This design comes from an exercise in tuning for small area, a short achievable clock period and few clock cycles on the open sky130 flow, not from production work.
The RTL was checked by simulation tests, not by an equivalence proof against the original design.

==> flow/design.v (excerpt) <==
module dmc_top (
    input         clk_i,
    input         rst_n_i,
    input         start_i,
    input         read_i,
    input         write_i,
    input  [31:0] address_i,
    input  [31:0] data_i,
    output [31:0] data_o,
    output        ready_o,
    output        mem_read_o,
    output        mem_write_o,
    output [31:0] mem_address_o,
    output [31:0] mem_data_o,
    input  [31:0] mem_data_i
);
reg [31:0]  store [0:15];      
reg [27:0]  tag   [0:3];
reg [3:0]   pres  [0:3];       
reg [3:0]   dirty;
reg        busy;               
reg        rdy;                
reg        mrd;                
reg [31:0] dreg;               
reg [31:0] wdat;               
reg        byp;                
reg        nbyp;               
reg        pw_v;
reg [3:0]  pw_a;               
reg        pw_mem;             
reg [27:0] vtag;               
reg [3:0]  ra_a;               
reg [3:0]  mm;                 
reg [3:0]  av;                 
reg [1:0]  wp;                 
reg [15:0] wsel;               
reg [31:0] mdo;                
  ...
Size: ~200 I/O pins, ~0.033 mm² of cells after synthesis.
clock: 5.0 ns
lec_check: 0
cap_margin: 20
core_margin: 2
core_utilization: 40
cts_buf_list: sky130_fd_sc_hd__clkbuf_8
setup_slack_margin: 2.0
slew_margin: 20
standard.sh (not shown) runs the stock make flow with config.mk's settings and CLKGATE_MAP_FILE= SYNTH_SCRIPT=/design/flow/synth_recipe.tcl, a recipe that flattens the netlist after the stock synthesis.
==> flow/flow/run.sh <==
#!/bin/bash
# The standard layout, with the ports buffered by plain buffers instead of the
# delay cells buffer_ports picks by default.
set -euo pipefail
export BUFFER_PORTS_ARGS="-buffer_cell sky130_fd_sc_hd__buf_4"
bash standard.sh > standard.log 2>&1
The first run produced a clean layout.
Testbench counts at the start, summed over its fixed seeds: cycles 8,771.
Change:
- SETUP_SLACK_MARGIN: 2.0 -> 2.1
The new run finished clean.
Routed wire length climbs by 0.55%.
Global-route usage climbs by 0.13 points.
Flip-flop and latch count does not change.
Die area is unchanged.
Hold slack barely changes.
Core utilization climbs by 0.17 points.
Register-to-register slack is better by 0.06 ns.

========
The RTL this note starts from:
==> flow/design.v <==
module dmc_top (
    input         clk_i,
    input         rst_n_i,
    input         start_i,
    input         read_i,
    input         write_i,
    input  [31:0] address_i,
    input  [31:0] data_i,
    output [31:0] data_o,
    output        ready_o,
    output        mem_read_o,
    output        mem_write_o,
    output [31:0] mem_address_o,
    output [31:0] mem_data_o,
    input  [31:0] mem_data_i
);
reg [31:0]  store [0:15];      
reg [27:0]  tag   [0:3];
reg [3:0]   pres  [0:3];       
reg [3:0]   dirty;
reg        busy;               
reg        rdy;                
reg        mrd;                
reg [31:0] dreg;               
reg [31:0] wdat;               
reg        byp;                
reg        nbyp;               
reg        pw_v;
reg [3:0]  pw_a;               
reg        pw_mem;             
reg        pw_dreg;            
reg [27:0] vtag;               
reg [3:0]  ra_a;               
reg        ra_rd;              
reg [3:0]  mm;                 
reg [3:0]  av;                 
reg [1:0]  wp;                 
reg [31:0] mdo;                
reg        owr;                
reg [1:0]  oj;                 
wire [1:0]  idx = address_i[3:2];
wire [1:0]  off = address_i[1:0];
wire [27:0] tg  = address_i[31:4];
wire        req = rdy && start_i && (read_i || write_i);
wire        rd  = read_i;
wire        wr  = !read_i;
wire [27:0] ti = tag[idx];
wire        tmatch = ti == tg;
wire [3:0]  match;
wire [15:0] asel;
wire [15:0] wsel;
wire [15:0] sel;
genvar g;
generate
    for (g = 0; g < 4; g = g + 1) begin : cmp
        assign match[g] = tmatch;    
    end
    for (g = 0; g < 16; g = g + 1) begin : dec
        assign asel[g] = address_i[3:0] == g;
        assign wsel[g] = busy && {ra_a[3:2], wp} == g;
        assign sel[g]  = (rdy && asel[g]) || wsel[g];
    end
endgenerate
wire [3:0]  lv, lh, ld, lp;
generate
    for (g = 0; g < 4; g = g + 1) begin : line_state
        assign lv[g] = |pres[g];
        assign lh[g] = lv[g] && match[g];
        assign ld[g] = lv[g] && !match[g] && dirty[g];
        assign lp[g] = lh[g] && pres[g][off];
    end
endgenerate
wire [3:0]  pi      = pres[idx];
wire        dm      = ld[idx];
wire        present = lp[idx];
wire [31:0] wbus = pw_mem ? mem_data_i : pw_dreg ? dreg : wdat;
wire        rfwd   = pw_v && (pw_a == address_i[3:0]);
wire        mfwd   = pw_v && (pw_a == {ra_a[3:2], wp});
wire        fsel   = (rdy && rfwd) || (busy && mfwd);
reg  [31:0] rword;
integer k;
always @(*) begin
    rword = {32{fsel}} & wbus;
    for (k = 0; k < 16; k = k + 1)
        rword = rword | ({32{sel[k] && !(pw_v && pw_a == k)}} & store[k]);
end
wire [3:0]  mi     = ~pi;
wire [1:0]  mij    = mi[0] ? 2'd0 : mi[1] ? 2'd1 : mi[2] ? 2'd2 : 2'd3;
wire [1:0]  mmj    = mm[0] ? 2'd0 : mm[1] ? 2'd1 : mm[2] ? 2'd2 : 2'd3;
wire        wavail = av[wp] || (pw_v && pw_a[1:0] == wp);
wire        last   = owr && oj == 2'd3;
wire        issue_w = !last && mm == 4'd0 && wavail;
wire [1:0]  wp_n   = issue_w ? wp + 2'd1 : wp;
assign ready_o       = rdy;
assign data_o        = ({32{byp}} & mem_data_i) | ({32{nbyp}} & dreg);
assign mem_read_o    = (rdy && start_i && read_i) || mrd;
assign mem_write_o   = owr;
assign mem_address_o = ({32{rdy}} & address_i) | ({32{busy}} & {vtag, ra_a[3:2], oj});
assign mem_data_o    = mdo;
always @(posedge clk_i) begin
    if (pw_v)
        store[pw_a] <= wbus;
    if (req && rd)
        dreg <= rword;
    else if (byp)
        dreg <= mem_data_i;
    if (req && wr)
        wdat <= data_i;
    mdo <= rword;
    byp  <= req && rd && !present;
    nbyp <= !(req && rd && !present);
    pw_v <= 1'b0;
    if (!busy) begin
        vtag <= ti;
        ra_a <= address_i[3:0];
        ra_rd <= rd;
        av   <= pi;
        mrd  <= req && dm && mi != 4'd0;
        owr  <= 1'b0;
        oj   <= mij;
        mm   <= mi & ~(4'd1 << mij);
        wp   <= 2'd0;
    end
    if (req) begin
        tag[idx] <= tg;
        pw_a   <= address_i[3:0];
        pw_mem <= rd;
        pw_dreg <= 1'b0;
        if (dm) begin
            busy <= 1'b1;
            rdy  <= 1'b0;
        end else
            pw_v <= wr || !present;
        for (k = 0; k < 4; k = k + 1)
            if (idx == k) begin
                pres[k]  <= (lh[k] ? pres[k] : 4'd0) | (4'd1 << off);
                dirty[k] <= (lh[k] && dirty[k]) || wr;
            end
    end
    if (busy) begin
        if (pw_v)
            av[pw_a[1:0]] <= 1'b1;
        if (mrd) begin
            pw_v   <= 1'b1;
            pw_a   <= {ra_a[3:2], oj};
            pw_mem <= 1'b1;
        end
        wp   <= wp_n;
        if (last) begin
            busy   <= 1'b0;
            rdy    <= 1'b1;
            mrd    <= 1'b0;
            owr    <= 1'b0;
            pw_v   <= 1'b1;
            pw_a   <= ra_a;
            pw_mem <= 1'b0;
            pw_dreg <= ra_rd;
        end else if (mm != 4'd0) begin
            mrd    <= 1'b1;
            owr    <= 1'b0;
            oj     <= mmj;
            mm     <= mm & ~(4'd1 << mmj);
        end else begin
            mrd    <= 1'b0;
            owr    <= issue_w;
            oj     <= wp;
        end
    end
    if (!rst_n_i) begin
        busy <= 1'b0;
        rdy  <= 1'b1;
        mrd  <= 1'b0;
        byp  <= 1'b0;
        nbyp <= 1'b1;
        pw_v <= 1'b0;
        owr  <= 1'b0;
        for (k = 0; k < 4; k = k + 1)
            pres[k] <= 4'd0;
    end
end
endmodule
clock: 5.0 ns
lec_check: 0
cap_margin: 20
core_margin: 2
core_utilization: 40
cts_buf_list: sky130_fd_sc_hd__clkbuf_16
cts_cluster_diameter: 70
cts_cluster_size: 30
place_density: 0.75
setup_slack_margin: 2.3
slew_margin: 20
==> flow/flow/run.sh <==
#!/bin/bash
# The standard layout, with the ports buffered by plain buffers instead of the
# delay cells buffer_ports picks by default.
set -euo pipefail
export BUFFER_PORTS_ARGS="-buffer_cell sky130_fd_sc_hd__buf_2"
bash standard.sh > standard.log 2>&1
The baseline finished clean.
Testbench counts at the start, summed over its fixed seeds: cycles 8,771.
Change:
CTS_CLUSTER_DIAMETER = 60   (was 70)
CTS_CLUSTER_SIZE = 24   (was 30)
GPL_TIMING_DRIVEN = 0   (was not set)
PLACE_DENSITY = 0.68   (was 0.75)
SETUP_SLACK_MARGIN = 2.4   (was 2.3)
Result: Register-to-register slack is worse by 0.06 ns; final area goes up by roughly a tenth; core utilization rose by 5.9 points; synthesized cell count stays the same.
Change:
GPL_TIMING_DRIVEN = not set   (was 0)
What happened:
- die area stays the same
- clock skew increases by 0.017 ns
- area after synthesis stays the same
- setup slack improved by 0.27 ns
- non-clock buffer count decreases by 148

==> port drivers added, routing unchanged <==
The flow's constraints put no driver on any port. The routed layouts listed below were extracted and timed again, unchanged, in two steps.
Step 1, drivers: a clkbuf_16 drives clk_i and a buf_2 each remaining input, both assumed.
Step 2 times the ports against the registers' clock, not the clock port: input delays grow and output delays shrink by t, the midpoint of the rising clock arrivals with the driver on.
Three values: ideal ports, drivers, drivers and shift; two values: the first two.
run | t, ns | slack for setup (ns) | hold WS [ns] | worst setup path at the end | worst register clock-pin slew, ns
the first run of note 1 | 0.835 | 1.961 / 2.002 / 1.168 | 0.465 / 0.439 / 0.465 | input to register | 0.07 / 0.07
the second run of note 1 | 0.842 | 2.134 / 2.099 / 1.365 | 0.464 / 0.428 / 0.464 | input to register | 0.07 / 0.07
the first run of note 2 | 0.670 | 2.184 / 2.125 / 1.618 | 0.511 / 0.500 / 0.511 | input to register | 0.11 / 0.11
the second run of note 2 | 0.695 | 2.083 / 2.023 / 1.493 | 0.529 / 0.496 / 0.532 | input to register | 0.11 / 0.11
the third run of note 2 | 0.677 | 2.351 / 2.268 / 1.730 | 0.502 / 0.497 / 0.502 | input to register | 0.10 / 0.10
After both steps setup and hold are still met in every run listed. For the first run of note 1, which loses most, drivers alone change the setup slack by +0.041 ns; drivers and shift together by -0.793 ns.
